Background: an optimization exercise with open tools, aiming at small area and a short achievable clock period. Do not read the settings as production practice. At most, simulation tests tie the RTL to the original design; equivalence was not proved. No functional check of the RTL was part of run 1. No run shown here takes its clock network from TritonCTS; it comes from the design's own scripts or RTL. No driver is modelled on the clock port, so clock power and skew are understated where the tree is cut down; a real chip needs a root buffer or a tree. Power figures rest on the tool's default switching activity, not on a simulated workload.

**design/flow/constraint.sdc**
```tcl
create_clock -name core_clock -period 4.0 [get_ports {clk}]
set_input_delay 0.8000 -clock core_clock [delete_from_list [all_inputs] [get_ports {clk}]]
set_output_delay 0.8000 -clock core_clock [all_outputs]
set_load 0.01 [all_outputs]
```
**design/flow/flow/manual_cts.tcl**
```tcl
# Replaces clock_tree_synthesis for this small design: the clock port drives a
# few clkbuf cells directly, each feeding a balanced group of the flip-flops
# (groups from a median split of the sink locations).
proc mcts_split {items axis parts} {
  # items: list of {iterm x y}; returns list of groups
  if {$parts <= 1} { return [list $items] }
  set idx [expr {$axis == "x" ? 1 : 2}]
  set sorted [lsort -real -index $idx $items]
  set n [llength $sorted]
  set h [expr {$parts / 2}]
  set cut [expr {int(round(double($n) * $h / $parts))}]
  set a [lrange $sorted 0 [expr {$cut - 1}]]
  set b [lrange $sorted $cut end]
  set next [expr {$axis == "x" ? "y" : "x"}]
  return [concat [mcts_split $a $next $h] [mcts_split $b $next [expr {$parts - $h}]]]
}

proc clock_tree_synthesis {args} {
  set db [ord::get_db]
  set block [ord::get_db_block]
  set port [$block findBTerm $::env(MCTS_CLOCK_PORT)]
  set clk_net [$port getNet]
  set master [$db findMaster $::env(MCTS_BUF)]
  set parts $::env(MCTS_GROUPS)
  # optional root buffer between the port and the leaf buffers
  set drv_net $clk_net
  if {[info exists ::env(MCTS_ROOT)] && $::env(MCTS_ROOT) ne ""} {
    set rmaster [$db findMaster $::env(MCTS_ROOT)]
    set rinst [odb::dbInst_create $block $rmaster "clkbuf_root"]
    set core [$block getCoreArea]
    $rinst setLocation [expr {([$core xMin] + [$core xMax]) / 2}] [expr {([$core yMin] + [$core yMax]) / 2}]
    $rinst setPlacementStatus PLACED
    set drv_net [odb::dbNet_create $block "clknet_root"]
    $drv_net setSigType CLOCK
  }
  set items {}
  foreach it [$clk_net getITerms] {
    set inst [$it getInst]
    set box [$inst getBBox]
    lappend items [list $it [expr {([$box xMin] + [$box xMax]) / 2.0}] [expr {([$box yMin] + [$box yMax]) / 2.0}]]
  }
  puts "manual CTS: [llength $items] sinks in $parts groups of $::env(MCTS_BUF)"
  set k 0
  foreach group [mcts_split $items x $parts] {
    set sx 0.0; set sy 0.0
    foreach g $group { set sx [expr {$sx + [lindex $g 1]}]; set sy [expr {$sy + [lindex $g 2]}] }
    set cx [expr {int($sx / [llength $group])}]
    set cy [expr {int($sy / [llength $group])}]
    set inst [odb::dbInst_create $block $master "clkbuf_leaf_$k"]
    $inst setLocation $cx $cy
    $inst setPlacementStatus PLACED
    set net [odb::dbNet_create $block "clknet_leaf_$k"]
    $net setSigType CLOCK
    [$inst findITerm A] connect $drv_net
    [$inst findITerm X] connect $net
    foreach g $group {
      set it [lindex $g 0]
      $it disconnect
      $it connect $net
    }
    puts "  group $k: [llength $group] sinks, buffer at $cx $cy"
    incr k
  }
  if {$drv_net ne $clk_net} {
    [$rinst findITerm A] connect $clk_net
    [$rinst findITerm X] connect $drv_net
    # root buffer at the centroid of the leaf buffers
    set sx 0; set sy 0
    for {set i 0} {$i < $k} {incr i} {
      set b [[$block findInst "clkbuf_leaf_$i"] getLocation]
      set sx [expr {$sx + [lindex $b 0]}]; set sy [expr {$sy + [lindex $b 1]}]
    }
    $rinst setLocation [expr {$sx / $k}] [expr {$sy / $k}]
  }
  $clk_net setSigType CLOCK
  set_propagated_clock [all_clocks]
}
```
**design/flow/design.v**
```verilog
`timescale 1ns / 1ps
module bcnn_pipeline (
    input  wire       clk,
    input  wire       reset,
    input  wire       pixel_in,
    input  wire       valid_in,
    input  wire [8:0] weight_bits1,
    input  wire [8:0] weight_bits2,
    input  wire [3:0] threshold1,
    input  wire [3:0] threshold2,
    output reg        pixel_out,
    output reg        valid_out
);
    reg [4:0] cp, rp;
    wire      last_col = &cp;
    always @(posedge clk) begin
        if (reset) begin
            cp <= 5'd4;
            rp <= 5'd5;
        end else if (valid_in) begin
            cp <= last_col ? 5'd4 : cp + 5'd1;
            if (last_col)
                rp <= (rp == 5'd0) ? 5'd5 : rp + 5'd1;
        end
    end
    wire f_lb1 = ~&cp[4:1];                           
    wire f_pl1 = ~cp[0] & (cp[4] | cp[3]);            
    wire f_c2  = cp[0] & (cp[4] | cp[3]);             
    wire f_ra  = ~rp[0] & (rp[4] | rp[3]);            
    wire f_rb  = rp[1] & ~rp[0] & (rp[4] | (rp[3] & rp[2]));  
    wire f_l2  = f_c2 & f_ra;
    function [2:0] therm;
        input [2:0] q;
        therm = {&q, (q[0] & q[1]) | (q[0] & q[2]) | (q[1] & q[2]), |q};
    endfunction
    function [9:0] le_therm;
        input [3:0] th;
        integer j;
        for (j = 0; j < 10; j = j + 1)
            le_therm[j] = (th <= j);
    endfunction
    function [6:0] w_of;
        input [1:0] s;
        input [9:0] lth;
        integer k;
        for (k = 0; k < 7; k = k + 1)
            w_of[k] = ((s == 2'd0) & lth[k])     | ((s == 2'd1) & lth[k + 1]) |
                      ((s == 2'd2) & lth[k + 2]) | ((s == 2'd3) & lth[k + 3]);
    endfunction
    function [3:0] v_of;
        input [6:0] w;
        input [2:0] g;
        integer m;
        for (m = 0; m < 4; m = m + 1)
            v_of[m] = w[m] | (g[0] & w[m + 1]) | (g[1] & w[m + 2]) | (g[2] & w[m + 3]);
    endfunction
    function act;
        input [3:0] v;
        input [2:0] g;
        act = v[0] | (g[0] & v[1]) | (g[1] & v[2]) | (g[2] & v[3]);
    endfunction
    function [1:0] count3;
        input [2:0] q;
        count3 = {(q[0] & q[1]) | (q[0] & q[2]) | (q[1] & q[2]), ^q};
    endfunction
    reg  [51:0] lb1;                  
    wire        x1 = pixel_in;        
    wire        m1 = lb1[25];         
    wire        t1 = lb1[51];         
    wire [2:0] q10 = {~(t1 ^ weight_bits1[8]), ~(m1 ^ weight_bits1[5]), ~(x1 ^ weight_bits1[2])};
    wire [2:0] q11 = {~(t1 ^ weight_bits1[7]), ~(m1 ^ weight_bits1[4]), ~(x1 ^ weight_bits1[1])};
    wire [2:0] q12 = {~(t1 ^ weight_bits1[6]), ~(m1 ^ weight_bits1[3]), ~(x1 ^ weight_bits1[0])};
    reg  [1:0] s1;
    reg  [3:0] v1;
    reg        pr1;
    wire [3:0] v1_nx = v_of(w_of(s1, le_therm(threshold1)), therm(q11));
    wire       a1    = act(v1, therm(q12));
    always @(posedge clk) begin
        if (valid_in) begin
            if (f_lb1)
                lb1 <= {lb1[50:0], x1};
            s1   <= count3(q10);
            v1   <= v1_nx;
            pr1  <= a1 | (cp[0] & pr1);
        end
    end
    reg [11:0] pl1;                   
    reg        p1_r;                  
    wire       p1_ev = f_pl1 & f_ra;
    always @(posedge clk) begin
        if (valid_in) begin
            if (f_pl1)
                pl1 <= {pl1[10:0], pr1};
            if (p1_ev)
                p1_r <= pr1 | pl1[11];
        end
    end
    wire       l2_ev = f_l2;
    reg [23:0] lb2;                   
    wire       x2 = p1_r;
    wire       m2 = lb2[11];
    wire       t2 = lb2[23];
    wire [2:0] q20 = {~(t2 ^ weight_bits2[8]), ~(m2 ^ weight_bits2[5]), ~(x2 ^ weight_bits2[2])};
    wire [2:0] q21 = {~(t2 ^ weight_bits2[7]), ~(m2 ^ weight_bits2[4]), ~(x2 ^ weight_bits2[1])};
    wire [2:0] q22 = {~(t2 ^ weight_bits2[6]), ~(m2 ^ weight_bits2[3]), ~(x2 ^ weight_bits2[0])};
    reg  [1:0] s2;
    reg  [3:0] v2;
    wire [3:0] v2_nx = v_of(w_of(s2, le_therm(threshold2)), therm(q21));
    wire       a2    = act(v2, therm(q22));
    reg        pr2;
    reg  [4:0] pl2;
    reg        d_pair, d_out;
    wire       pair2_ev = l2_ev & cp[1] & cp[0] & (cp[4] | (cp[3] & cp[2]));
    wire       out_ev   = pair2_ev & f_rb;
    always @(posedge clk) begin
        if (l2_ev && valid_in) begin
            lb2 <= {lb2[22:0], x2};
            s2  <= count3(q20);
            v2  <= v2_nx;
            pr2 <= a2 | (cp[1] & pr2);
        end
        d_pair <= valid_in & pair2_ev;
        if (d_pair)
            pl2 <= {pl2[3:0], pr2};
        pixel_out <= pr2 | pl2[4];
    end
    always @(posedge clk) begin
        if (reset) begin
            d_out     <= 1'b0;
            valid_out <= 1'b0;
        end else begin
            d_out     <= valid_in & out_ev;
            valid_out <= d_out;
        end
    end
endmodule
```
**design/flow/flow/run.sh**
```bash
#!/bin/bash
# Standard ORFS layout (the standard.sh) with two changes:
#  - ports are buffered with a small buffer cell (resizing may grow it);
#  - the clock tree is built by flow/manual_cts.tcl: the clock port drives one
#    root clkbuf, which drives a few clkbufs, each feeding a balanced group of
#    flip-flops (all sinks at the same depth).
set -euo pipefail
W=$PWD
export BUFFER_PORTS_ARGS="-buffer_cell sky130_fd_sc_hd__buf_1"
export PRE_CTS_TCL=$W/flow/manual_cts.tcl
export MCTS_CLOCK_PORT=clk
export MCTS_ROOT=sky130_fd_sc_hd__clkbuf_8
export MCTS_BUF=sky130_fd_sc_hd__clkbuf_16
export MCTS_GROUPS=6
bash standard.sh > $W/standard_flow.log 2>&1
```
**design/flow/standard.sh**
```bash
#!/bin/bash
# synth_recipe.tcl (not shown) runs the flow's synth.tcl, then flattens the netlist and writes it again
# the make line also repeats each setting of config.mk as NAME=value (left out here)
make -C /OpenROAD-flow-scripts/flow DESIGN_CONFIG=/design/flow/config.mk WORK_HOME=/design/flow/orfs CLKGATE_MAP_FILE= SYNTH_SCRIPT=/design/flow/synth_recipe.tcl "${@:-finish}"
```
**design/flow/config.mk**
```make
export PLATFORM = sky130hd
export DESIGN_NAME = bcnn_pipeline
export DESIGN_NICKNAME = bcnn_pipeline
export VERILOG_FILES = /design/flow/design.v
export SDC_FILE = /design/flow/constraint.sdc
export NUM_CORES = 4
export LEC_CHECK = 0
export CAP_MARGIN = 20
export CORE_MARGIN = 2
export CORE_UTILIZATION = 40
export SETUP_SLACK_MARGIN = 2.35
export SLEW_MARGIN = 20
```
==> summary.txt, run 1 <==
Worst setup path
  • Worst Setup End Kind: register
  • Kind of critical path: in -> reg
  • Most frequent CP cell: maj3_2
  • Cells along the critical path: buf_6 > xor2_2 > maj3_2 > maj3_2 > or3_1 > o311ai_1
  • Startpoint Class: input port
  • Crit-path slowest cell: maj3_2
  • Worst Path Required: 4200 ps
  • Worst Path Buf+Inv: 1
  • Crit path max-delay family: adder cells
  • Reg-to-reg slack, setup: 2120 ps
  • Critical Path Fanout Max: 2
  • CP max stage delay: 340 ps
  • Crit path arrival time: 2090 ps

Run
  • Maxcap violations: 0

Timing
  • Period minus WS final: 1900 ps
  • RSZ-0062 raised after global routing: yes
  • Tcrit/Tclk final: 47.4%
  • Max-slew headroom: 56.1%
  • Endpoints failing setup: 0
  • Max-slew violation count: 0
  • Worst Skew: 4.11 ps
  • Max Fclk: 528 MHz
  • Total negative slack: 0 ps
  • Actual slew at the worst max-slew pin: 652 ps
  • Worst Hold Slack: 421 ps
  • Fin. Hold Viols: 0

Detailed routing
  • Initial DRC Count: 215
  • DR pass1 iterations: 4
  • Final ANT Viol Nets: 0
  • Via count: 2,853
  • DRC: 0
  • Routed length per placed instance: 14.2 µm
  • Final wirelength: 8070 µm
  • Drt via density: 5.01

Final layout
  • Share of layout cells above drive strength 1: 25.7%
  • Commonest non-fill, non-tap cell in the layout: edfxtp_1
  • N_diodes: 0
  • Synthesis-to-layout area growth: 24.9%
  • Layout Nets: 440
  • Commonest cells after routing, fill and taps aside: 108 x edfxtp_1, 24 x a21oi_1, 16 x buf_1
  • Filler cells: 1,010

Die
  • Starting Density: 41.0%
  • IO Count: 32
  • Row count: 40
  • Die W: 115 µm
  • Core area: 0.0121 mm²
  • Die Y: 115 µm
  • Die Area: 0.0133 mm²

GRT
  • Vias in the first global route: 2,665
  • Largest net degree at the start of global routing: 53
  • First-pass GRT wire length: 13,100 µm
  • Total gr overflow: 0
  • Initial antenna violation count: 0
  • All-Layer GR Usage: 11.8%

Placed design
  • Hpwl dp: 4810 µm
  • Gpl congestion: 0.858
  • PortBufs: 31

Synth
  • Main synth FF type: edfxtp_1
  • Yosys cell types: 44
  • Sequential area share after synthesis: 71.2%
  • Synthesized flop and latch total: 122
  • EDFF count, synth: 108
  • Post-synth ARST share: 0%
  • Netlist Area Pre-Place: 0.00495 mm²
  • Synthesized area per cell: 14.4 µm²
  • Mapped Cells: 344
  • Synth warn: 1

Hold path
  • Worst hold path class: reg -> reg

Power
  • Pwr/cell area: 375 mW/mm²
  • Max IR drop VDD: 0.000341 V
  • Total power: 2.31 mW
  • Lkg Pwr: 2.10 nW

Clock network
  • Clk slew on worst S/H paths: 80 ps
  • Clock network latency to the later pin of the worst-skew pair: 370 ps

Outcome
  • Status: complete, no violations
[final cells by class]
cell class	count	area, µm²	share of cell area [%]
Multi-Input combinational cell	197	1710	27.6
Inverter	14	57.6	0.932
Timing Repair Buffer	61	517	8.36
Tap cell	168	210	3.40
Sequential cell	122	3520	57.0
Buffer	7	164	2.65
[Yosys cell counts (all sizes together), types with 3 or more instances]
master	number	area (µm²)
nor3	8	40.0
dfxtp	14	280
clkbuf	10	37.5
a211oi	3	22.5
nand2	15	56.3
mux2i	3	30.0
nand2b	5	31.3
xnor2	13	114
nand3	6	30.0
nor2	17	63.8
a31oi	7	43.8
maj3	11	116
inv	14	52.6
a221oi	3	26.3
nand4	7	43.8
xor2	16	140
o21ai	14	70.1
nor2b	5	31.3
ha	5	62.6
or2	3	18.8
o31ai	6	45.0
a21oi	26	130
edfxtp	108	3240
a21o	3	22.5
[per-stage QoR]
stage          setup WS, ps  utilization [%]  instances  instance area [µm²]
4_1_cts                2130             49.9        564                 6020
2_1_floorplan          1630                -        344                 5200
5_1_grt                2040             51.2        569                 6180
3_3_place_gp           1520             45.5        535                 5490
3_5_place_dp           1490             45.5        535                 5490
6_report               2110             51.2        569                 6180
[layer usage]
metal,part of all wire [%],vias up,global-route usage [%]
li1,-,1410,-
met1,49,1366,18.1
met2,44,66,18.0
met3,5.2,11,2.06
met4,1.4,0,2.01
met5,0,-,0
[power by group]
part	total, mW	switching (mW)	leakage, nW	internal, mW
clock network	0.623	0.334	0.0811	0.289
registers	1.45	0.0215	1.13	1.43
logic	0.244	0.129	0.885	0.115
[repair_timing]
action                                  4_1_cts  5_1_grt
setup buffers                                22        3
resized for setup                            49       17
hold buffers                                  0        0
pin swaps                                    21        8
endpoints found under the setup margin      107      101
hold endpoints to repair                      0        0
cloned                                        0        2
[flip-flops by register name, indices dropped and copies added (netlist names), 2 cells and up]
register  flops
cp            5
lb1          52
lb2          24
pl1          12
pl2           5
rp            5
s1            2
s2            2
v1            4
v2            4
[cell families (layout without fill, tap and decap cells)]
group           after synthesis  in the layout  share of synthesized area [%]
mux                           3              3                          0.607
fa+ha+maj                    18             18                           4.42
buf+inv                      25             82                           1.92
flops                       122            122                           71.2
compound gates               74             74                           9.28
xor+xnor                     29             29                           5.13
simple gates                 73             73                           7.43
[worst paths after layout]
kind / from / end / depth (start not counted)
max: weight_bits1[7] / v1[0]$_DFFE_PP_ / 6
min: lb1[14]$_DFFE_PP_ / lb1[15]$_DFFE_PP_ / 0
max reg2reg: lb1[25]$_DFFE_PP_ / v1[0]$_DFFE_PP_ / 5
min reg2reg: lb1[14]$_DFFE_PP_ / lb1[15]$_DFFE_PP_ / 0
==> run 2, diff against run 1 <==
--- a/design/flow/design.v
+++ b/design/flow/design.v
@@ -72,7 +72,7 @@
     wire [2:0] q12 = {~(t1 ^ weight_bits1[6]), ~(m1 ^ weight_bits1[3]), ~(x1 ^ weight_bits1[0])};
     reg  [1:0] s1;
     reg  [3:0] v1;
-    reg        pr1;
+    reg        a1_r;                  
     wire [3:0] v1_nx = v_of(w_of(s1, le_therm(threshold1)), therm(q11));
     wire       a1    = act(v1, therm(q12));
     always @(posedge clk) begin
@@ -81,18 +81,22 @@
                 lb1 <= {lb1[50:0], x1};
             s1   <= count3(q10);
             v1   <= v1_nx;
-            pr1  <= a1 | (cp[0] & pr1);
+            a1_r <= a1;
         end
     end
+    reg        left1;                 
     reg [11:0] pl1;                   
     reg        p1_r;                  
-    wire       p1_ev = f_pl1 & f_ra;
+    wire       pair1    = left1 | a1_r;
+    wire       pair1_ev = f_pl1;
+    wire       p1_ev    = f_pl1 & f_ra;
     always @(posedge clk) begin
         if (valid_in) begin
-            if (f_pl1)
-                pl1 <= {pl1[10:0], pr1};
+            left1 <= a1_r;
+            if (pair1_ev)
+                pl1 <= {pl1[10:0], pair1};
             if (p1_ev)
-                p1_r <= pr1 | pl1[11];
+                p1_r <= pair1 | pl1[11];
         end
     end
     wire       l2_ev = f_l2;
--- a/design/flow/flow/run.sh
+++ b/design/flow/flow/run.sh
@@ -9,7 +9,8 @@
 export BUFFER_PORTS_ARGS="-buffer_cell sky130_fd_sc_hd__buf_1"
 export PRE_CTS_TCL=$W/flow/manual_cts.tcl
 export MCTS_CLOCK_PORT=clk
-export MCTS_ROOT=sky130_fd_sc_hd__clkbuf_8
+export MCTS_ROOT=sky130_fd_sc_hd__clkbuf_4
 export MCTS_BUF=sky130_fd_sc_hd__clkbuf_16
-export MCTS_GROUPS=6
+export MCTS_GROUPS=5
+export REMOVE_ABC_BUFFERS=1
 bash standard.sh > $W/standard_flow.log 2>&1
--- a/design/flow/config.mk
+++ b/design/flow/config.mk
@@ -8,5 +8,5 @@
 export CAP_MARGIN = 20
 export CORE_MARGIN = 2
 export CORE_UTILIZATION = 40
-export SETUP_SLACK_MARGIN = 2.35
+export SETUP_SLACK_MARGIN = 2.2
 export SLEW_MARGIN = 20
==> run 2 against run 1 <==
  * Worst setup slack better by 39 ps
  * Final area down 11%
  * Utilization down 5.0 points
  * Fmax up 2.1%
  * Critical endpoint is now v2[0]$_DFFE_PP_
  * Largest cell class unchanged
  * Largest power group unchanged
==> summary.txt, run 2 <==
Final layout
  • Share of layout cells above drive strength 1: 13.7% (-12 points)
  • Top reg by flops: lb1
  • Synthesis-to-layout area growth: 12.9%
  • Commonest cells after routing, fill and taps aside: 109 x edfxtp_1, 26 x buf_1, 19 x a21oi_1
  • Layout Nets: 405 (-8.0%)
  • Max FFs per register: 52 (unchanged)
  • Top Registers: lb1: 52 flops, lb2: 24 flops, pl1: 12 flops
  • Commonest non-fill, non-tap cell in the layout: edfxtp_1

Worst setup path
  • Kind of critical path: reg -> reg
  • Crit-path slowest cell: edfxtp_1
  • Startpoint Class: register
  • Crit path arrival time: 2040 ps (-50 ps)
  • Worst Path Buf+Inv: 0 (-1)
  • Worst Path Required: 4180 ps (-20 ps)
  • Cells along the critical path: xnor2_2 > maj3_2 > a221oi_2 > o311ai_2
  • Crit path max-delay family: flip-flops
  • Reg2Reg Depth: 4 (-1)
  • RR Endpoint: v2[0]$_DFFE_PP_
  • Worst Setup End Kind: register
  • Critical Path Fanout Max: 4 (+2)
  • Reg2reg start: p1_r$_DFFE_PP_
  • CP max stage delay: 530 ps (+190 ps)
  • Reg-to-reg slack, setup: 2140 ps (+20 ps)

Synth
  • Synth warn: 1 (unchanged)
  • Main synth FF type: edfxtp_1
  • Synth area leaders: edfxtp_1 67%, dfxtp_1 5.7%, xor2_1 2.9%
  • Sequential area share after synthesis: 72.6% (+1.4 points)
  • Netlist Area Pre-Place: 0.00490 mm² (-1.1%)
  • EDFF count, synth: 109 (+0.93%)
  • Synthesized flop and latch total: 123 (+0.82%)
  • Post-synth ARST share: 0% (unchanged)
  • Synthesized area per cell: 14.9 µm² (+3.8%)
  • Mapped Cells: 328 (-4.7%)
  • Most frequent cells after synthesis: 109 x edfxtp_1, 19 x a21oi_1, 16 x nor2_1, 16 x xor2_1, 15 x nand2_1
  • Yosys cell types: 48 (+9.1%)
  • Count leader, synth: edfxtp_1
  • Area leader, netlist: edfxtp_1
  • Yosys top cell area share: 66.9% (+1.3 points)

GRT
  • First-pass GRT wire length: 12,400 µm (-5.3%)
  • Total gr overflow: 0 (unchanged)
  • Initial antenna violation count: 1 (+1)
  • Largest net degree at the start of global routing: 53 (unchanged)
  • All-Layer GR Usage: 11.2% (-0.57 points)
  • Vias in the first global route: 2,535 (-4.9%)

Outcome
  • Status: complete, no violations

Timing
  • Tcrit/Tclk final: 46.4% (-0.96 points)
  • Max-slew headroom: 64.5% (+8.4 points)
  • Period minus WS final: 1860 ps (-38.6 ps)
  • Max Fclk: 539 MHz (+2.1%)
  • Endpoints failing setup: 0 (unchanged)
  • Max-slew violation count: 0 (unchanged)
  • Total negative slack: 0 ps (unchanged)
  • Worst Skew: 10.5 ps (+6.42 ps)
  • RSZ-0062 raised after global routing: yes
  • Fin. Hold Viols: 0 (unchanged)
  • Worst Hold Slack: 413 ps (-7.98 ps)
  • Actual slew at the worst max-slew pin: 532 ps (-119 ps)

Detailed routing
  • DRC: 0 (unchanged)
  • Drt via density: 5.22 (+4.1%)
  • Final wirelength: 7450 µm (-7.6%)
  • Routed length per placed instance: 14.5 µm (+2.3%)
  • Initial DRC Count: 229 (+6.5%)
  • Via count: 2,684 (-5.9%)
  • Final ANT Viol Nets: 0 (unchanged)
  • DR pass1 iterations: 4 (unchanged)

Die
  • Die W: 115 µm (-0.51%)
  • Starting Density: 40.9% (-0.096 points)
  • Row count: 40 (unchanged)
  • Core area: 0.0120 mm² (-0.83%)
  • IO Count: 32 (unchanged)
  • Die Area: 0.0131 mm² (-1.0%)
  • Die Y: 115 µm (-0.51%)

Power
  • Lkg Pwr: 1.81 nW (-14%)
  • Max IR drop VDD: 0.000265 V (-22%)
  • Pwr/cell area: 396 mW/mm² (+5.8%)

Clock network
  • CTS Hold Bufs: 0 (unchanged)
  • Clock network latency to the later pin of the worst-skew pair: 450 ps (+80 ps)
  • Clk slew on worst S/H paths: 90 ps (about the same)

Hold path
  • Hold_sp: lb1[38]$_DFFE_PP_
  • Hold path depth: 0 (unchanged)
  • Worst hold path class: reg -> reg
  • Hold EP: lb1[39]$_DFFE_PP_

Placed design
  • PortBufs: 31 (unchanged)
  • Hpwl dp: 4580 µm (-4.8%)
  • Gpl congestion: 0.879 (+2.4%)

Run
  • Maxcap violations: 0 (unchanged)
## run 2: through the flow
step	util, %	setup WS, ps	instance area, µm²	power [mW]	cells
6_report	46.2	2140	5530	2.19	514
4_1_cts	45.6	2170	5460	2.22	513
3_3_place_gp	43.5	1530	5210	1.63	499
5_1_grt	46.2	2070	5530	2.29	514
2_1_floorplan	-	-39.2	4850	1.58	317
3_5_place_dp	43.5	1420	5210	1.63	499
## run 2: what timing repair did
item	4_1_cts	5_1_grt
gates resized for setup	13	18
pin swaps	8	7
setup endpoints to repair	72	69
setup buffers	8	0
## run 2: area by class of cell
cell class / count / area [µm²]
fillers: 1049 / 6430
flip-flops and latches: 123 / 3550
multi-input cells: 182 / 1390
repair buffers: 43 / 225
well taps: 147 / 184
plain buffers: 6 / 133
inverters: 12 / 45.0
diodes: 1 / 2.50
## run 2: where the power goes
| group | switching, mW | internal (mW) | total, mW |
|---|---|---|---|
| logic | 0.0976 | 0.0655 | 0.163 |
| clock network | 0.336 | 0.234 | 0.570 |
| registers | 0.0194 | 1.44 | 1.46 |
## run 2: logic make-up after synthesis
group	share of synthesized area (%)
AND/OR/NAND/NOR	7.46
XOR/XNOR	4.65
multiplexers	0.613
adder cells (fa/ha/maj)	4.22
AO/OA/AOI/OAI	8.66
buffers and inverters	1.81
flip-flops	72.6
## run 2: layer usage
layer | part of all wire (%) | GRT usage (%) | up-vias
met2 | 43 | 17.8 | 55
met4 | 1.6 | 1.79 | 0
met1 | 51 | 17.0 | 1303
li1 | - | - | 1315
met3 | 4.8 | 1.43 | 11
met5 | 0 | 0 | -
## run 2: worst max-delay path by stage
stage	slack, ps	start	cells after the start	end
2_1_floorplan	-40	valid_in	2	lb1[0]$_DFFE_PP_
3_3_place_gp	1530	valid_in	5	pl1[5]$_DFFE_PP_
3_5_place_dp	1420	valid_in	5	pl1[3]$_DFFE_PP_
4_1_cts	2170	p1_r$_DFFE_PP_	5	v2[1]$_DFFE_PP_
5_1_grt	2070	p1_r$_DFFE_PP_	4	v2[0]$_DFFE_PP_
6_report	2140	p1_r$_DFFE_PP_	4	v2[0]$_DFFE_PP_
==> run 3, diff against run 2 <==
--- a/design/flow/flow/run.sh
+++ b/design/flow/flow/run.sh
@@ -1,9 +1,12 @@
 #!/bin/bash
-# Standard ORFS layout (the standard.sh) with two changes:
+# Standard ORFS layout (the standard.sh) with three changes:
 #  - ports are buffered with a small buffer cell (resizing may grow it);
 #  - the clock tree is built by flow/manual_cts.tcl: the clock port drives one
 #    root clkbuf, which drives a few clkbufs, each feeding a balanced group of
-#    flip-flops (all sinks at the same depth).
+#    flip-flops (all sinks at the same depth);
+#  - the floorplan step removes the buffers ABC inserted instead of running
+#    timing repair on the unplaced netlist (REMOVE_ABC_BUFFERS=1).
+# The whole output of the layout goes to standard_flow.log.
 set -euo pipefail
 W=$PWD
 export BUFFER_PORTS_ARGS="-buffer_cell sky130_fd_sc_hd__buf_1"
==> run 3 against run 2 <==
  * Still clean
  * Fmax did not move
  * Critical path depth unchanged
  * Final area unchanged
  * Critical endpoint unchanged
  * Largest power group unchanged
==> summary.txt, run 3 <==
Run
  • Maxcap violations: 0 (unchanged)

Detailed routing
  • DRC: 0 (unchanged)
  • Routed length per placed instance: 14.5 µm (unchanged)
  • Initial DRC Count: 229 (unchanged)
  • Final ANT Viol Nets: 0 (unchanged)
  • DR WL met3: 358 µm (unchanged)
  • Final wirelength: 7450 µm (unchanged)
  • Top routing layer used: met4
  • Via count: 2,684 (unchanged)
  • Drt via density: 5.22 (unchanged)
  • Met2 WL: 3180 µm (unchanged)
  • DRT met1 WL: 3800 µm (unchanged)
  • DR pass1 iterations: 4 (unchanged)

Power
  • Sequential power share: 66.5% (about the same)
  • Pwr/cell area: 396 mW/mm² (unchanged)
  • Comb pwr share: 7.4% (about the same)
  • Lkg Pwr: 1.81 nW (unchanged)
  • Max IR drop VDD: 0.000265 V (unchanged)
  • Net switching power: 0.454 mW (unchanged)
  • Total power: 2.19 mW (unchanged)
  • Int Pwr: 1.74 mW (unchanged)
  • Clock Power Share: 26.0% (about the same)
  • Sw Ratio: 20.7% (unchanged)

Timing
  • Max Fclk: 539 MHz (unchanged)
  • Period minus WS final: 1860 ps (unchanged)
  • Fin. Hold Viols: 0 (unchanged)
  • Worst Skew: 10.5 ps (unchanged)
  • Endpoints failing setup: 0 (unchanged)
  • RSZ-0062 raised after global routing: yes
  • Max-slew headroom: 64.5% (unchanged)
  • Max-slew violation count: 0 (unchanged)
  • Tcrit/Tclk final: 46.4% (unchanged)
  • Total negative slack: 0 ps (unchanged)
  • Actual slew at the worst max-slew pin: 532 ps (unchanged)
  • Worst Hold Slack: 413 ps (unchanged)

Worst setup path
  • Startpoint Class: register
  • Cells along the critical path: xnor2_2 > maj3_2 > a221oi_2 > o311ai_2
  • Crit-path slowest cell: edfxtp_1
  • Kind of critical path: reg -> reg
  • Worst Path Required: 4180 ps (about the same)
  • CP max stage delay: 530 ps (about the same)
  • Critical Path Fanout Max: 4 (unchanged)
  • Crit path max-delay family: flip-flops
  • Worst Setup End Kind: register
  • Crit path arrival time: 2040 ps (about the same)
  • Worst Path Buf+Inv: 0 (unchanged)

Final layout
  • Commonest non-fill, non-tap cell in the layout: edfxtp_1
  • Top reg by flops: lb1
  • Synthesis-to-layout area growth: 12.9% (unchanged)
  • Commonest cells after routing, fill and taps aside: 109 x edfxtp_1, 26 x buf_1, 19 x a21oi_1
  • Cell area after layout: 0.00553 mm² (unchanged)
  • Layout Nets: 405 (unchanged)
  • Finished Layout Cells: 514 (unchanged)
  • Max FFs per register: 52 (unchanged)
  • Share of layout cells above drive strength 1: 13.7% (unchanged)
  • Filler cells: 1,049 (unchanged)
  • Top Registers: lb1: 52 flops, lb2: 24 flops, pl1: 12 flops

Placed design
  • Placed inst area: 0.00521 mm² (unchanged)
  • Gpl congestion: 0.879 (unchanged)
  • PortBufs: 31 (unchanged)
  • Dpl cells: 499 (unchanged)
  • Hpwl dp: 4580 µm (unchanged)

Die
  • Starting Density: 40.9% (unchanged)
  • Die Y: 115 µm (unchanged)
  • Core area: 0.0120 mm² (unchanged)
  • Die W: 115 µm (unchanged)
  • IO Count: 32 (unchanged)
  • Row count: 40 (unchanged)
  • Die Area: 0.0131 mm² (unchanged)

GRT
  • First-pass GRT wire length: 12,400 µm (unchanged)
  • Initial antenna violation count: 1 (unchanged)
  • Vias in the first global route: 2,535 (unchanged)
  • Largest net degree at the start of global routing: 53 (unchanged)
  • Total gr overflow: 0 (unchanged)
  • All-Layer GR Usage: 11.2% (unchanged)

Synth
  • Netlist Area Pre-Place: 0.00490 mm² (unchanged)
  • Synthesized area per cell: 14.9 µm² (unchanged)
  • EDFF count, synth: 109 (unchanged)
  • Yosys cell types: 48 (unchanged)
  • Most frequent cells after synthesis: 109 x edfxtp_1, 19 x a21oi_1, 16 x nor2_1, 16 x xor2_1, 15 x nand2_1
  • Area leader, netlist: edfxtp_1
  • Synthesized flop and latch total: 123 (unchanged)
  • Count leader, synth: edfxtp_1
  • Synth area leaders: edfxtp_1 67%, dfxtp_1 5.7%, xor2_1 2.9%
  • Synth warn: 1 (unchanged)
  • Post-synth ARST share: 0% (unchanged)
  • Mapped Cells: 328 (unchanged)
  • Main synth FF type: edfxtp_1
  • Yosys top cell area share: 66.9% (unchanged)
  • Sequential area share after synthesis: 72.6% (unchanged)

Hold path
  • Worst hold path class: reg -> reg

Clock network
  • Clock network latency to the later pin of the worst-skew pair: 450 ps (about the same)
  • Clk slew on worst S/H paths: 90 ps (about the same)

Outcome
  • Status: complete, no violations
==> run 3: cell counts in the layout (fill, tap and decap cells not counted) <==
Identical to the previous run, type by type.
==> run 3: layout make-up <==
type                    count  area (µm²)  area share, %
multi-input cells         182        1390           25.1
plain buffers               6         133           2.40
inverters                  12        45.0          0.815
repair buffers             43         225           4.07
well taps                 147         184           3.33
diodes                      1        2.50         0.0453
flip-flops and latches    123        3550           64.3
==> run 3: cells by family (layout without fill, tap and decap cells) <==
| logic type | after synthesis | in the layout | synth area share (%) |
|---|---|---|---|
| flops | 123 | 123 | 72.6 |
| xor+xnor | 26 | 26 | 4.65 |
| buf+inv | 23 | 61 | 1.81 |
| mux | 3 | 3 | 0.613 |
| simple gates | 71 | 71 | 7.46 |
| fa+ha+maj | 17 | 17 | 4.22 |
| compound gates | 65 | 65 | 8.66 |
| other cells | 0 | 1 | 0 |
==> run 3: what timing repair did <==
action,CTS,global route
setup buffers,8,0
endpoints found under the setup margin,72,69
pin swaps,8,7
hold buffers,0,0
gates resized for setup,13,18
==> run 3: worst paths after layout <==
check / start / endpoint / slack, ps / cells after the start
worst max-delay path: p1_r$_DFFE_PP_ / v2[0]$_DFFE_PP_ / 2140 / 4
worst min-delay path: lb1[38]$_DFFE_PP_ / lb1[39]$_DFFE_PP_ / 410 / 0
worst max register to register: p1_r$_DFFE_PP_ / v2[0]$_DFFE_PP_ / 2140 / 4
worst min register to register: lb1[38]$_DFFE_PP_ / lb1[39]$_DFFE_PP_ / 410 / 0
==> run 3: per-layer routing <==
metal	GRT usage [%]	up-vias
li1	-	1315
met1	17.0	1303
met2	17.8	55
met3	1.43	11
met4	1.79	0
met5	0	-
==> run 3: worst reg2reg max path: cells and delay by family, from the launching register on <==
kind	cells	cell delay, ps
adders and majority gates	1	380
DFF	1	530
AOI/OAI and AO/OA	2	450
xor gates and xnor gates	1	240
==> run 3: stage by stage <==
| stage | util, % | setup WS [ps] |
|---|---|---|
| finish | 46.2 | 2140 |
| global route | 46.2 | 2070 |
| CTS | 45.6 | 2170 |
| detailed placement | 43.5 | 1420 |
| global placement | 43.5 | 1530 |
| floorplan | - | -39.2 |
==> run 3: power by group through the flow <==
| stage | combinational (mW) | clock, mW | sequential, mW |
|---|---|---|---|
| final | 0.163 | 0.570 | 1.46 |
| after global routing | 0.184 | 0.641 | 1.46 |
| after CTS | 0.154 | 0.605 | 1.46 |
| after detailed placement | 0.146 | 0 | 1.48 |
| after global placement | 0.142 | 0 | 1.49 |
| after floorplan | 0.0965 | 0 | 1.48 |
==> run 4, diff against run 3 <==
--- a/design/flow/config.mk
+++ b/design/flow/config.mk
@@ -7,6 +7,6 @@
 export LEC_CHECK = 0
 export CAP_MARGIN = 20
 export CORE_MARGIN = 2
-export CORE_UTILIZATION = 40
+export CORE_UTILIZATION = 50
 export SETUP_SLACK_MARGIN = 2.2
 export SLEW_MARGIN = 20
==> run 4 against run 3 <==
  * First-iteration DRC count fell by 40%
  * Sequential cell count did not move
  * Utilization rose by 11 points
  * Clock skew barely moved
==> summary.txt, run 4 <==
Power
  • Max IR drop VDD: 0.000284 V (+7.4%)
  • Lkg Pwr: 1.85 nW (+2.0%)
  • Total power: 2.20 mW (+0.66%)
  • Pwr/cell area: 396 mW/mm² (about the same)

Final layout
  • Top Registers: lb1: 52 flops, lb2: 24 flops, pl1: 12 flops
  • Commonest non-fill, non-tap cell in the layout: edfxtp_1
  • Finished Layout Cells: 507 (-1.4%)
  • Commonest cells after routing, fill and taps aside: 109 x edfxtp_1, 27 x buf_1, 19 x a21oi_1
  • Top reg by flops: lb1
  • Synthesis-to-layout area growth: 13.6%
  • Share of layout cells above drive strength 1: 15.8% (+2.2 points)
  • Max FFs per register: 52 (unchanged)
  • Layout Nets: 412 (+1.7%)

Synth
  • Most frequent cells after synthesis: 109 x edfxtp_1, 19 x a21oi_1, 16 x nor2_1, 16 x xor2_1, 15 x nand2_1
  • Synth area leaders: edfxtp_1 67%, dfxtp_1 5.7%, xor2_1 2.9%
  • Mapped Cells: 328 (unchanged)
  • Synthesized area per cell: 14.9 µm² (unchanged)
  • Count leader, synth: edfxtp_1
  • Netlist Area Pre-Place: 0.00490 mm² (unchanged)
  • Main synth FF type: edfxtp_1
  • Synthesized flop and latch total: 123 (unchanged)
  • Yosys cell types: 48 (unchanged)
  • Sequential area share after synthesis: 72.6% (unchanged)
  • Synth warn: 1 (unchanged)
  • Area leader, netlist: edfxtp_1
  • EDFF count, synth: 109 (unchanged)
  • Post-synth ARST share: 0% (unchanged)
  • Yosys top cell area share: 66.9% (unchanged)

Worst setup path
  • Worst Path Required: 4170 ps (about the same)
  • Cells along the critical path: xnor2_2 > maj3_2 > o21ai_1 > a21oi_1 > nand4b_1
  • Startpoint Class: register
  • CP max stage delay: 500 ps (-30 ps)
  • Critical Path Fanout Max: 4 (unchanged)
  • Kind of critical path: reg -> reg
  • Crit-path slowest cell: edfxtp_1
  • Worst Setup End Kind: register
  • Crit path arrival time: 2000 ps (-40 ps)
  • Reg2Reg Depth: 5 (+1)

Outcome
  • Status: complete, no violations

Placed design
  • PortBufs: 31 (unchanged)
  • Gpl congestion: 0.917 (+4.3%)
  • Hpwl dp: 4620 µm (+0.88%)
  • Setup slack at placement: 1600 ps (+182 ps)
  • Dpl cells: 485 (-2.8%)

Detailed routing
  • Top routing layer used: met4
  • DRC: 0 (unchanged)
  • Final ANT Viol Nets: 0 (unchanged)
  • Final wirelength: 7720 µm (+3.6%)
  • DR pass1 iterations: 4 (unchanged)
  • Routed length per placed instance: 15.2 µm (+5.0%)
  • Met2 WL: 3480 µm (+9.5%)
  • Initial DRC Count: 137 (-40%)
  • Via count: 2,725 (+1.5%)
  • Drt via density: 5.37 (+2.9%)
  • DR WL met3: 338 µm (-5.6%)
  • DRT met1 WL: 3750 µm (-1.2%)

Timing
  • Post-route setup slack: 2170 ps (+25.4 ps)
  • Max-slew violation count: 0 (unchanged)
  • Actual slew at the worst max-slew pin: 688 ps (+156 ps)
  • Max Fclk: 546 MHz (+1.4%)
  • RSZ-0062 raised after global routing: yes
  • Tcrit/Tclk final: 45.8% (-0.63 points)
  • Endpoints failing setup: 0 (unchanged)
  • Worst Hold Slack: 420 ps (+7.03 ps)
  • Fin. Hold Viols: 0 (unchanged)
  • Worst Skew: 10.2 ps (-0.308 ps)
  • Max-slew headroom: 54.1% (-10 points)
  • Period minus WS final: 1830 ps (-25.4 ps)

GRT
  • Vias in the first global route: 2,412 (-4.9%)
  • All-Layer GR Usage: 14.2% (+2.9 points)
  • First-pass GRT wire length: 12,000 µm (-3.1%)
  • Initial antenna violation count: 1 (unchanged)
  • Largest net degree at the start of global routing: 53 (unchanged)
  • Total gr overflow: 0 (unchanged)

Clock network
  • Clock network latency to the later pin of the worst-skew pair: 440 ps (about the same)
  • CTS Hold Bufs: 0 (unchanged)
  • Clk slew on worst S/H paths: 90 ps (about the same)

Die
  • Core area: 0.00964 mm² (-19%)
  • Starting Density: 50.8% (+9.9 points)
  • Die W: 103 µm (-10%)
  • Die Y: 103 µm (-10%)
  • Die Area: 0.0106 mm² (-19%)
  • Row count: 36 (-10%)
  • IO Count: 32 (unchanged)

Run
  • Maxcap violations: 0 (unchanged)

Hold path
  • Worst hold path class: reg -> reg
  • Hold path depth: 0 (unchanged)
-- run 4: changes by cell type in the layout (fill, tap and decap cells not counted), sizes merged --
cell  change
buf       +7
-- run 4: worst max-delay path, delay by kind of cell, from the launching register on --
kind                     cells  cell delay [ps]
adder cells (fa/ha/maj)      1              380
XOR/XNOR                     1              220
AO/OA/AOI/OAI                2              230
flip-flops                   1              500
AND/OR/NAND/NOR              1              230
-- run 4: path summary, 6_finish.rpt --
check	start	endpoint	slack [ps]
worst max-delay path	lb2[23]$_DFFE_PP_	v2[3]$_DFFE_PP_	2170
worst min-delay path	lb2[14]$_DFFE_PP_	lb2[15]$_DFFE_PP_	420
worst max register to register	lb2[23]$_DFFE_PP_	v2[3]$_DFFE_PP_	2170
worst min register to register	lb2[14]$_DFFE_PP_	lb2[15]$_DFFE_PP_	420
-- run 4: cells by family after synthesis --
group / after synthesis / synth area share (%)
flip-flops: 123 / 72.6
AND/OR/NAND/NOR: 71 / 7.46
AO/OA/AOI/OAI: 65 / 8.66
XOR/XNOR: 26 / 4.65
buffers and inverters: 23 / 1.81
adder cells (fa/ha/maj): 17 / 4.22
multiplexers: 3 / 0.613
-- run 4: report_power, final --
part           internal (mW)  switching [mW]
sequential              1.44          0.0197
combinational         0.0744           0.101
clock                  0.234           0.338
total                   1.75           0.459
-- run 4: metrics by stage --
step | area [µm²] | utilization, % | TNS [ps]
after floorplan | 4850 | - | -2040
after global placement | 5190 | 53.8 | 0
after detailed placement | 5190 | 53.8 | 0
after CTS | 5420 | 56.3 | 0
after global routing | 5560 | 57.7 | 0
final | 5560 | 57.7 | 0
-- run 4: layout make-up --
class,instances,area (µm²)
diodes,1,2.50
inverters,12,45.0
repair buffers,50,272
flip-flops and latches,123,3550
fillers,783,4080
multi-input cells,182,1390
well taps,133,166
plain buffers,6,133
-- run 4: what timing repair did --
action / 4_1_cts / 5_1_grt
endpoints found under the setup margin: 59 / 61
gates cloned: 0 / 0
gates resized for setup: 11 / 21
pin swaps: 7 / 10
hold endpoints to repair: 0 / 0
buffers inserted: 8 / 7
-- run 4: metal layers --
layer  GRT usage [%]  up-vias
met5               0        -
met4            2.83        0
met3            1.69       12
met2            22.3       56
met1            21.6     1327
li1                -     1330
==> run 5, diff against run 4 <==
--- a/design/flow/config.mk
+++ b/design/flow/config.mk
@@ -8,5 +8,6 @@
 export CAP_MARGIN = 20
 export CORE_MARGIN = 2
 export CORE_UTILIZATION = 50
+export GPL_TIMING_DRIVEN = 0
 export SETUP_SLACK_MARGIN = 2.2
 export SLEW_MARGIN = 20
==> run 5 against run 4 <==
  * Clock power fell by 0.9%
  * Synthesized area unchanged
  * First-iteration DRC count grew 42%
  * Worst setup slack better by 22 ps
  * Fmax is 1.2% higher
  * Wire length down 4.3%
  * Final cell count grew 0.39%
  * Critical endpoint is now v2[0]$_DFFE_PP_
==> summary.txt, run 5 <==
Timing
  • Endpoints failing setup: 0 (unchanged)
  • RSZ-0062 raised after global routing: yes
  • Max-slew violation count: 0 (unchanged)
  • Actual slew at the worst max-slew pin: 665 ps (-22.4 ps)
  • Max-slew headroom: 55.6% (+1.5 points)
  • Fin. Hold Viols: 0 (unchanged)
  • Max Fclk: 553 MHz (+1.2%)
  • Tcrit/Tclk final: 45.2% (-0.55 points)
  • Total negative slack: 0 ps (unchanged)
  • Worst Skew: 5.93 ps (-4.29 ps)
  • Period minus WS final: 1810 ps (-21.9 ps)

Power
  • Max IR drop VDD: 0.000284 V (about the same)
  • Total power: 2.20 mW (-0.31%)
  • Lkg Pwr: 1.89 nW (+2.4%)
  • Pwr/cell area: 389 mW/mm² (-2.0%)

Final layout
  • Cell area after layout: 0.00566 mm² (+1.7%)
  • Commonest cells after routing, fill and taps aside: 109 x edfxtp_1, 26 x buf_1, 19 x a21oi_1
  • Max FFs per register: 52 (unchanged)
  • Commonest non-fill, non-tap cell in the layout: edfxtp_1
  • Top reg by flops: lb1
  • Top Registers: lb1: 52 flops, lb2: 24 flops, pl1: 12 flops
  • Synthesis-to-layout area growth: 15.5%
  • Filler cells: 814 (+4.0%)
  • Final Util: 58.7% (+0.97 points)
  • Share of layout cells above drive strength 1: 16.8% (+0.94 points)
  • N_diodes: 0 (-1)
  • Layout Nets: 415 (+0.73%)

GRT
  • Initial antenna violation count: 0 (-1)
  • Total gr overflow: 0 (unchanged)
  • Vias in the first global route: 2,350 (-2.6%)
  • Largest net degree at the start of global routing: 26 (-51%)
  • First-pass GRT wire length: 11,400 µm (-4.9%)
  • All-Layer GR Usage: 13.4% (-0.77 points)

Worst setup path
  • Crit-path slowest cell: maj3_2
  • Cells along the critical path: buf_1 > xnor2_4 > maj3_2 > a221oi_2 > o311ai_2
  • Startpoint Class: input port
  • Crit path arrival time: 2000 ps (about the same)
  • Kind of critical path: in -> reg
  • Critical Path Fanout Max: 4 (unchanged)
  • Reg2Reg Depth: 4 (-1)
  • CP max stage delay: 370 ps (-130 ps)
  • Worst Path Required: 4190 ps (+20 ps)
  • Worst Setup End Kind: register

Synth
  • Area leader, netlist: edfxtp_1
  • Yosys top cell area share: 66.9% (unchanged)
  • Post-synth ARST share: 0% (unchanged)
  • Synth warn: 1 (unchanged)
  • Sequential area share after synthesis: 72.6% (unchanged)
  • Mapped Cells: 328 (unchanged)
  • Synthesized area per cell: 14.9 µm² (unchanged)
  • Synthesized flop and latch total: 123 (unchanged)
  • Synth area leaders: edfxtp_1 67%, dfxtp_1 5.7%, xor2_1 2.9%
  • Yosys cell types: 48 (unchanged)
  • EDFF count, synth: 109 (unchanged)
  • Count leader, synth: edfxtp_1
  • Main synth FF type: edfxtp_1
  • Netlist Area Pre-Place: 0.00490 mm² (unchanged)
  • Most frequent cells after synthesis: 109 x edfxtp_1, 19 x a21oi_1, 16 x nor2_1, 16 x xor2_1, 15 x nand2_1

Clock network
  • CTS Hold Bufs: 0 (unchanged)
  • Clock network latency to the later pin of the worst-skew pair: 460 ps (+20 ps)
  • Clk slew on worst S/H paths: 90 ps (about the same)

Hold path
  • Hold path depth: 0 (unchanged)
  • Worst hold path class: reg -> reg

Die
  • Die W: 103 µm (unchanged)
  • IO Count: 32 (unchanged)
  • Die Y: 103 µm (unchanged)
  • Core area: 0.00964 mm² (unchanged)
  • Starting Density: 50.8% (unchanged)
  • Die Area: 0.0106 mm² (unchanged)
  • Row count: 36 (unchanged)

Detailed routing
  • Drt via density: 5.26 (-2.1%)
  • DRC: 0 (unchanged)
  • Final wirelength: 7390 µm (-4.3%)
  • Routed length per placed instance: 14.5 µm (-4.7%)
  • Via count: 2,677 (-1.8%)
  • Final ANT Viol Nets: 0 (unchanged)
  • Initial DRC Count: 194 (+42%)
  • DR pass1 iterations: 4 (unchanged)

Run
  • Maxcap violations: 0 (unchanged)

Outcome
  • Status: complete, no violations

Placed design
  • Hpwl dp: 4640 µm (+0.37%)
  • PortBufs: 31 (unchanged)
  • Placed inst area: 0.00526 mm² (+1.4%)
  • Gpl congestion: 0.801 (-13%)
[run 5: final timing paths]
kind                        to  slack, ps              start
max            v2[0]$_DFFE_PP_       2190    weight_bits2[7]
min          lb1[48]$_DFFE_PP_        420  lb1[47]$_DFFE_PP_
max reg2reg    v2[0]$_DFFE_PP_       2190  lb2[11]$_DFFE_PP_
min reg2reg  lb1[48]$_DFFE_PP_        420  lb1[47]$_DFFE_PP_
[run 5: cells by family after synthesis]
group / count (synthesis) / share of synthesized area (%)
simple gates: 71 / 7.46
flops: 123 / 72.6
mux: 3 / 0.613
xor+xnor: 26 / 4.65
buf+inv: 23 / 1.81
compound gates: 65 / 8.66
fa+ha+maj: 17 / 4.22
[run 5: power by group]
group	switching (mW)	internal, mW	total (mW)
Sequential	0.0181	1.44	1.46
Clock	0.333	0.233	0.567
Combinational	0.100	0.0761	0.176
Total	0.451	1.75	2.20
[run 5: what timing repair did]
item                                    in CTS  in global routing
endpoints found under the setup margin     109                 20
buffers inserted                            11                  4
pin swaps                                    7                  8
gates resized for setup                     18                 17
[run 5: final cells by class]
| type | instances | area [µm²] | area share (%) |
|---|---|---|---|
| sequential | 123 | 3550 | 62.8 |
| multi-input combinational | 182 | 1410 | 24.9 |
| timing repair buffer | 53 | 345 | 6.11 |
| tap | 133 | 166 | 2.94 |
| buffer | 6 | 133 | 2.35 |
| inverter | 12 | 48.8 | 0.863 |
[run 5: routing by layer]
metal | vias up | GRT usage (%) | wire, µm
met2 | 50 | 20.6 | 3230
met4 | 0 | 1.82 | 102
li1 | 1330 | - | -
met3 | 9 | 1.49 | 267
met5 | - | 0 | 0
met1 | 1288 | 21.3 | 3790
[run 5: critical path, delay by kind of cell]
| family | cells | cell delay (ps) |
|---|---|---|
| AO/OA/AOI/OAI | 2 | 420 |
| adder cells (fa/ha/maj) | 1 | 370 |
| buffers and inverters | 1 | 270 |
| XOR/XNOR | 1 | 130 |
[run 5: stage by stage]
step	setup slack, ps	hold WS, ps	instances
6_report	2190	425	509
5_1_grt	2130	431	509
4_1_cts	2200	424	505
3_5_place_dp	988	405	488
3_3_place_gp	-1860	404	481
2_1_floorplan	-39.2	400	317
==> run 6, diff against run 5 <==
--- a/design/flow/config.mk
+++ b/design/flow/config.mk
@@ -7,7 +7,6 @@
 export LEC_CHECK = 0
 export CAP_MARGIN = 20
 export CORE_MARGIN = 2
-export CORE_UTILIZATION = 50
-export GPL_TIMING_DRIVEN = 0
+export CORE_UTILIZATION = 60
 export SETUP_SLACK_MARGIN = 2.2
 export SLEW_MARGIN = 20
==> run 6 against run 5 <==
  * Still clean
  * Synthesized cell count did not move
  * First-iteration DRC count decreased by 2.6%
  * Final area shrank 3.2%
  * Via count increased by 0.75%
  * Die area fell by 16%
  * Register-to-register slack is essentially flat
  * Combinational power is 8% lower
  * Total power shrank 0.29%
  * Critical path depth shrank 1
==> summary.txt, run 6 <==
GRT
  • Vias in the first global route: 2,484 (+5.7%)
  • GRT met2 Usage: 25.7% (+5.1 points)
  • Met3 Use GR: 1.76% (+0.26 points)
  • Total gr overflow: 0 (unchanged)
  • Grt peak-use layer: met1
  • First-pass GRT wire length: 11,900 µm (+4.0%)
  • Initial antenna violation count: 0 (unchanged)
  • All-Layer GR Usage: 16.6% (+3.2 points)
  • Largest net degree at the start of global routing: 53 (+100%)
  • Met1 usage: 26.6% (+5.3 points)

Placed design
  • Gpl congestion: 0.847 (+5.8%)
  • Dpl cells: 454 (-7.0%)
  • Hpwl dp: 4620 µm (-0.35%)
  • PortBufs: 31 (unchanged)

Timing
  • Max Fclk: 556 MHz (+0.57%)
  • Endpoints failing setup: 0 (unchanged)
  • Total negative slack: 0 ps (unchanged)
  • Max-slew headroom: 57.9% (+2.2 points)
  • Worst Skew: 10.6 ps (+4.64 ps)
  • Period minus WS final: 1800 ps (-10.3 ps)
  • Actual slew at the worst max-slew pin: 632 ps (-33.3 ps)
  • RSZ-0062 raised after global routing: yes
  • Fin. Hold Viols: 0 (unchanged)
  • Tcrit/Tclk final: 45.0% (-0.26 points)
  • Max-slew violation count: 0 (unchanged)

Detailed routing
  • Final ANT Viol Nets: 0 (unchanged)
  • Drt via density: 5.74 (+9.1%)
  • Routed length per placed instance: 15.7 µm (+8.3%)
  • Final wirelength: 7390 µm (about the same)
  • Via count: 2,697 (+0.75%)
  • DRC: 0 (unchanged)
  • Initial DRC Count: 189 (-2.6%)
  • DR pass1 iterations: 4 (unchanged)

Power
  • Max IR drop VDD: 0.000365 V (+28%)
  • Lkg Pwr: 1.82 nW (-3.7%)
  • Total power: 2.19 mW (-0.29%)
  • Pwr/cell area: 400 mW/mm² (+3.0%)

Clock network
  • Clock network latency to the later pin of the worst-skew pair: 450 ps (about the same)
  • CTS Hold Bufs: 0 (unchanged)
  • Clk slew on worst S/H paths: 90 ps (about the same)

Final layout
  • Finished Layout Cells: 470 (-7.7%)
  • Synthesis-to-layout area growth: 11.9%
  • Layout Nets: 407 (-1.9%)
  • Top reg by flops: lb1
  • Filler cells: 541 (-34%)
  • N_diodes: 0 (unchanged)
  • Commonest cells after routing, fill and taps aside: 109 x edfxtp_1, 26 x buf_1, 19 x a21oi_1
  • Top Registers: lb1: 52 flops, lb2: 24 flops, pl1: 12 flops
  • Commonest non-fill, non-tap cell in the layout: edfxtp_1
  • Share of layout cells above drive strength 1: 14.1% (-2.6 points)
  • FF/Latch Area: 0.00355 mm² (unchanged)
  • Max FFs per register: 52 (unchanged)
  • Area occupied by multi-input gates: 0.00137 mm² (-2.8%)

Synth
  • Sequential area share after synthesis: 72.6% (unchanged)
  • Synth area leaders: edfxtp_1 67%, dfxtp_1 5.7%, xor2_1 2.9%
  • Largest family of logic cells by synthesized area: compound AO/OA/AOI/OAI gates
  • Area leader, netlist: edfxtp_1
  • Yosys top cell area share: 66.9% (unchanged)
  • EDFF count, synth: 109 (unchanged)
  • Synthesized area per cell: 14.9 µm² (unchanged)
  • Mapped Cells: 328 (unchanged)
  • Mux cell area share after synthesis: 0.613% (unchanged)
  • Synth Area in XOR/XNOR: 4.65% (unchanged)
  • Main synth FF type: edfxtp_1
  • Count leader, synth: edfxtp_1
  • Synth warn: 1 (unchanged)
  • Netlist Area Pre-Place: 0.00490 mm² (unchanged)
  • Post-synth ARST share: 0% (unchanged)
  • Adder-Cell Fraction of Synth Area: 4.22% (unchanged)
  • Simple-Gate Fraction of Synth Area: 7.46% (unchanged)
  • Complex-gate fraction of the synthesized area: 8.66% (unchanged)
  • Most frequent cells after synthesis: 109 x edfxtp_1, 19 x a21oi_1, 16 x nor2_1, 16 x xor2_1, 15 x nand2_1
  • Yosys cell types: 48 (unchanged)
  • Synthesized flop and latch total: 123 (unchanged)

Die
  • Die W: 94.3 µm (-8.4%)
  • Row count: 32 (-11%)
  • Starting Density: 62.7% (+12 points)
  • IO Count: 32 (unchanged)
  • Core area: 0.00781 mm² (-19%)
  • Die Y: 94.3 µm (-8.4%)
  • Die Area: 0.00890 mm² (-16%)

Outcome
  • Status: complete, no violations

Worst setup path
  • Crit path arrival time: 1990 ps (about the same)
  • Kind of critical path: reg -> reg
  • Worst Path Required: 4190 ps (about the same)
  • Critical Path Fanout Max: 4 (unchanged)
  • Startpoint Class: register
  • Worst Setup End Kind: register

Hold path
  • Worst hold path class: reg -> reg

Run
  • Maxcap violations: 0 (unchanged)
[run 6: changes by cell type in the layout (fill, tap and decap cells not counted), sizes merged]
| cell | before | now |
|---|---|---|
| clkinvlp | 1 | 0 |
| clkbuf | 7 | 8 |
| buf | 52 | 43 |
| inv | 11 | 12 |
[run 6: worst max-delay path, stage by stage (launching register included)]
cell and delay (ps):
edfxtp_1 530, xnor2_2 220, maj3_2 370, a221oi_2 280, o311ai_1 140
[run 6: area by class of cell]
type                       instances  share of cell area [%]
sequential                       123                    64.9
inverter                          12                   0.822
multi-input combinational        182                    25.0
buffer                             6                    2.42
timing repair buffer              45                    4.52
tap                              102                    2.33
[run 6: where the power goes]
group / leakage (nW) / switching [mW] / total (mW) / internal (mW)
Combinational: 0.616 / 0.0957 / 0.162 / 0.0667
Clock: 0.0662 / 0.337 / 0.571 / 0.234
Sequential: 1.14 / 0.0204 / 1.46 / 1.44
[run 6: logic make-up (layout without fill, tap and decap cells)]
family                   count (synthesis)  count (layout)
flip-flops                             123             123
AND/OR/NAND/NOR                         71              71
AO/OA/AOI/OAI                           65              65
XOR/XNOR                                26              26
buffers and inverters                   23              63
adder cells (fa/ha/maj)                 17              17
multiplexers                             3               3
[run 6: what timing repair did]
action,CTS,global route
pin swaps,2,10
gates resized for setup,12,18
setup buffers,8,2
setup endpoints to repair,59,63
[run 6: per-stage QoR]
step	util [%]	hold slack (ps)	setup WS, ps	instance area (µm²)
2_1_floorplan	-	400	-39.2	4850
3_3_place_gp	66.0	404	1650	5150
3_5_place_dp	66.0	405	1590	5150
4_1_cts	69.1	418	2200	5390
5_1_grt	70.1	428	2120	5480
6_report	70.1	416	2200	5480
[run 6: path summary, 6_finish.rpt]
kind	from	to	slack, ps	depth (start not counted)
min	lb1[24]$_DFFE_PP_	lb1[25]$_DFFE_PP_	420	0
max	p1_r$_DFFE_PP_	v2[0]$_DFFE_PP_	2200	4
max reg2reg	p1_r$_DFFE_PP_	v2[0]$_DFFE_PP_	2200	4
min reg2reg	lb1[24]$_DFFE_PP_	lb1[25]$_DFFE_PP_	420	0
[run 6: per-layer routing]
| layer | vias up | wire (µm) |
|---|---|---|
| li1 | 1312 | - |
| met1 | 1309 | 3690 |
| met2 | 63 | 3270 |
| met3 | 13 | 317 |
| met4 | 0 | 113 |
| met5 | - | 0 |
==> run 7, diff against run 6 <==
--- a/design/flow/config.mk
+++ b/design/flow/config.mk
@@ -7,6 +7,6 @@
 export LEC_CHECK = 0
 export CAP_MARGIN = 20
 export CORE_MARGIN = 2
-export CORE_UTILIZATION = 60
+export CORE_UTILIZATION = 70
 export SETUP_SLACK_MARGIN = 2.2
 export SLEW_MARGIN = 20
==> run 7 against run 6 <==
  * Worst setup slack worse by 28 ps
  * Synthesized area stayed put
  * Final cell count up 0.43%
  * Critical endpoint is now v1[2]$_DFFE_PP_
  * Critical path depth is 2 higher
  * Die area is 14% lower
  * Sequential share of layout area down 1.0 points
  * Highest routed layer unchanged
==> summary.txt, run 7 <==
Synth
  • Netlist Area Pre-Place: 0.00490 mm² (unchanged)
  • Post-synth ARST share: 0% (unchanged)
  • Synth warn: 1 (unchanged)
  • Main synth FF type: edfxtp_1
  • Mapped Cells: 328 (unchanged)
  • Mux cell area share after synthesis: 0.613% (unchanged)
  • Count leader, synth: edfxtp_1
  • Area leader, netlist: edfxtp_1
  • Complex-gate fraction of the synthesized area: 8.66% (unchanged)
  • Most frequent cells after synthesis: 109 x edfxtp_1, 19 x a21oi_1, 16 x nor2_1, 16 x xor2_1, 15 x nand2_1
  • Synthesized area per cell: 14.9 µm² (unchanged)
  • Synthesized flop and latch total: 123 (unchanged)
  • Synth Area in XOR/XNOR: 4.65% (unchanged)
  • Largest family of logic cells by synthesized area: compound AO/OA/AOI/OAI gates
  • Sequential area share after synthesis: 72.6% (unchanged)
  • Yosys cell types: 48 (unchanged)
  • Adder-Cell Fraction of Synth Area: 4.22% (unchanged)
  • Simple-Gate Fraction of Synth Area: 7.46% (unchanged)
  • Synth area leaders: edfxtp_1 67%, dfxtp_1 5.7%, xor2_1 2.9%
  • EDFF count, synth: 109 (unchanged)
  • Yosys top cell area share: 66.9% (unchanged)

Final layout
  • N_diodes: 0 (unchanged)
  • Max FFs per register: 52 (unchanged)
  • Cell area after layout: 0.00556 mm² (+1.6%)
  • Share of layout cells above drive strength 1: 16.8% (+2.6 points)
  • Filler cells: 366 (-32%)
  • Area occupied by multi-input gates: 0.00142 mm² (+3.3%)
  • Commonest non-fill, non-tap cell in the layout: edfxtp_1
  • Top Registers: lb1: 52 flops, lb2: 24 flops, pl1: 12 flops
  • Synthesis-to-layout area growth: 13.6%
  • FF/Latch Area: 0.00355 mm² (unchanged)
  • Top reg by flops: lb1
  • Commonest cells after routing, fill and taps aside: 109 x edfxtp_1, 25 x buf_1, 21 x buf_4
  • Layout Nets: 415 (+2.0%)

Timing
  • Total negative slack: 0 ps (unchanged)
  • Max-slew headroom: 60.6% (+2.7 points)
  • Endpoints failing setup: 0 (unchanged)
  • Period minus WS final: 1830 ps (+28.3 ps)
  • RSZ-0062 raised after global routing: yes
  • Fin. Hold Viols: 0 (unchanged)
  • Post-route setup slack: 2170 ps (-28.3 ps)
  • Max Fclk: 547 MHz (-1.5%)
  • Actual slew at the worst max-slew pin: 587 ps (-45.4 ps)
  • Max-slew violation count: 0 (unchanged)
  • Worst Hold Slack: 424 ps (+7.92 ps)
  • Tcrit/Tclk final: 45.7% (+0.71 points)
  • Worst Skew: 4.47 ps (-6.10 ps)

Die
  • Row count: 30 (-6.3%)
  • Core area: 0.00679 mm² (-13%)
  • IO Count: 32 (unchanged)
  • Die W: 87.6 µm (-7.1%)
  • Die Area: 0.00768 mm² (-14%)
  • Die Y: 87.6 µm (-7.1%)
  • Starting Density: 72.1% (+9.4 points)

Worst setup path
  • Reg-to-reg slack, setup: 2190 ps (about the same)
  • Reg2reg start: lb1[51]$_DFFE_PP_
  • Crit path arrival time: 2000 ps (about the same)
  • Reg2Reg Depth: 5 (+1)
  • Crit path launch: weight_bits1[1]
  • Kind of critical path: in -> reg
  • Critical Path Fanout Max: 5 (+1)
  • Worst Path Required: 4170 ps (-20 ps)
  • RR Endpoint: v1[2]$_DFFE_PP_
  • Worst Setup End Kind: register
  • Startpoint Class: input port

Detailed routing
  • Drt via density: 5.93 (+3.4%)
  • Final ANT Viol Nets: 0 (unchanged)
  • Initial DRC Count: 248 (+31%)
  • Via count: 2,801 (+3.9%)
  • Routed length per placed instance: 17.1 µm (+8.7%)
  • DRC: 0 (unchanged)
  • Final wirelength: 8070 µm (+9.2%)
  • DR pass1 iterations: 4 (unchanged)

Placed design
  • Setup slack at placement: 1540 ps (-45.0 ps)
  • Placed inst area: 0.00514 mm² (-0.15%)
  • PortBufs: 31 (unchanged)
  • Gpl congestion: 0.848 (+0.11%)
  • Hpwl dp: 4840 µm (+4.7%)

GRT
  • Met1 usage: 30.2% (+3.5 points)
  • First-pass GRT wire length: 12,300 µm (+3.6%)
  • Initial antenna violation count: 0 (unchanged)
  • Met3 Use GR: 1.89% (+0.13 points)
  • Total gr overflow: 0 (unchanged)
  • GRT met2 Usage: 35.5% (+9.8 points)
  • Vias in the first global route: 2,479 (-0.20%)
  • All-Layer GR Usage: 20.6% (+3.9 points)
  • Largest net degree at the start of global routing: 53 (unchanged)
  • Grt peak-use layer: met2

Outcome
  • Status: complete, no violations

Hold path
  • Hold path depth: 0 (unchanged)
  • Hold EP: lb1[25]$_DFFE_PP_
  • Hold_sp: lb1[24]$_DFFE_PP_
  • Worst hold path class: reg -> reg

Power
  • Pwr/cell area: 395 mW/mm² (-1.4%)
  • Max IR drop VDD: 0.000359 V (-1.6%)
  • Total power: 2.20 mW (+0.16%)
  • Lkg Pwr: 1.88 nW (+3.0%)

Clock network
  • Clock network latency to the later pin of the worst-skew pair: 430 ps (-20 ps)
  • CTS Hold Bufs: 0 (unchanged)
  • Clk slew on worst S/H paths: 80 ps (about the same)

Run
  • Maxcap violations: 0 (unchanged)
run 7: timing repair:
item	4_1_cts	5_1_grt
pin swaps	4	12
setup buffers	9	9
setup endpoints to repair	59	61
resized for setup	18	16
run 7: layer usage:
metal | up-vias | wire, µm
met5 | - | 0
met4 | 0 | 129
met3 | 12 | 442
met2 | 99 | 4020
met1 | 1360 | 3480
li1 | 1330 | -
run 7: power breakdown:
group	switching [mW]	internal (mW)
registers	0.0214	1.44
logic	0.106	0.0733
clock network	0.322	0.234
total	0.450	1.75
run 7: worst max-delay path by stage:
stage | endpoint
final | v1[2]$_DFFE_PP_
after global routing | v1[2]$_DFFE_PP_
after CTS | v1[1]$_DFFE_PP_
after detailed placement | v1[1]$_DFFE_PP_
after global placement | lb1[13]$_DFFE_PP_
after floorplan | lb1[0]$_DFFE_PP_
run 7: logic make-up (layout without fill, tap and decap cells):
kind of cell	Yosys count	count (layout)
DFF	123	123
and+or+nand+nor	71	71
AOI/OAI and AO/OA	65	65
xor gates and xnor gates	26	26
buffers and inverters	23	71
adders and majority gates	17	17
muxes	3	3
run 7: final cells by class:
class	instances	share of cell area, %
plain buffers	6	2.38
multi-input cells	182	25.4
repair buffers	53	5.33
flip-flops and latches	123	63.9
well taps	96	2.16
inverters	12	0.810
run 7: critical path, cell delays in order:
cell and delay (ps):
buf_1 200, xor2_4 210, maj3_2 300, o211ai_1 120
a32oi_1 260, o22ai_1 120
run 7: metrics by stage:
step | util [%] | cells
finish | 81.9 | 472
global route | 81.9 | 472
CTS | 79.8 | 463
detailed placement | 75.7 | 448
global placement | 75.7 | 448
floorplan | - | 317

==> afterwards: timing with drivers on the ports <==
Ports are ideal in the flow. The routed layouts listed here were re-timed in OpenROAD.
Step 1, drivers: a clkbuf_16 drives clk and a buf_2 each remaining input, both assumed.
Step 2 adds t to the input delays and takes it off the output delays; t is the mean of the earliest and latest rising clock arrival at the registers after step 1. Input paths then give back, and output paths get back, about the clock's delay inside the block.
Three values: no drivers, after step 1, after step 2; two values: the first two.
| run | t (ns) | setup WS [ns] | worst setup path at the end | worst slew at a driven data input, ns |
|---|---|---|---|---|
| run 1 | 0.404 | 2.105 / 2.101 / 1.697 | input to register | 0.06 |
| run 2 | 0.476 | 2.144 / 2.144 / 1.708 | input to register | 0.04 |
| run 3 | 0.476 | 2.144 / 2.144 / 1.708 | input to register | 0.04 |
| run 4 | 0.468 | 2.169 / 2.169 / 1.709 | input to register | 0.03 |
| run 5 | 0.486 | 2.191 / 2.193 / 1.710 | input to register | 0.04 |
| run 6 | 0.472 | 2.201 / 2.201 / 1.754 | input to register | 0.04 |
| run 7 | 0.458 | 2.173 / 2.173 / 1.716 | input to register | 0.04 |
After both steps setup and hold are still met in every run listed. The setup slack of run 5, which loses most, moves by +0.002 ns with the drivers and by -0.481 ns with both steps.
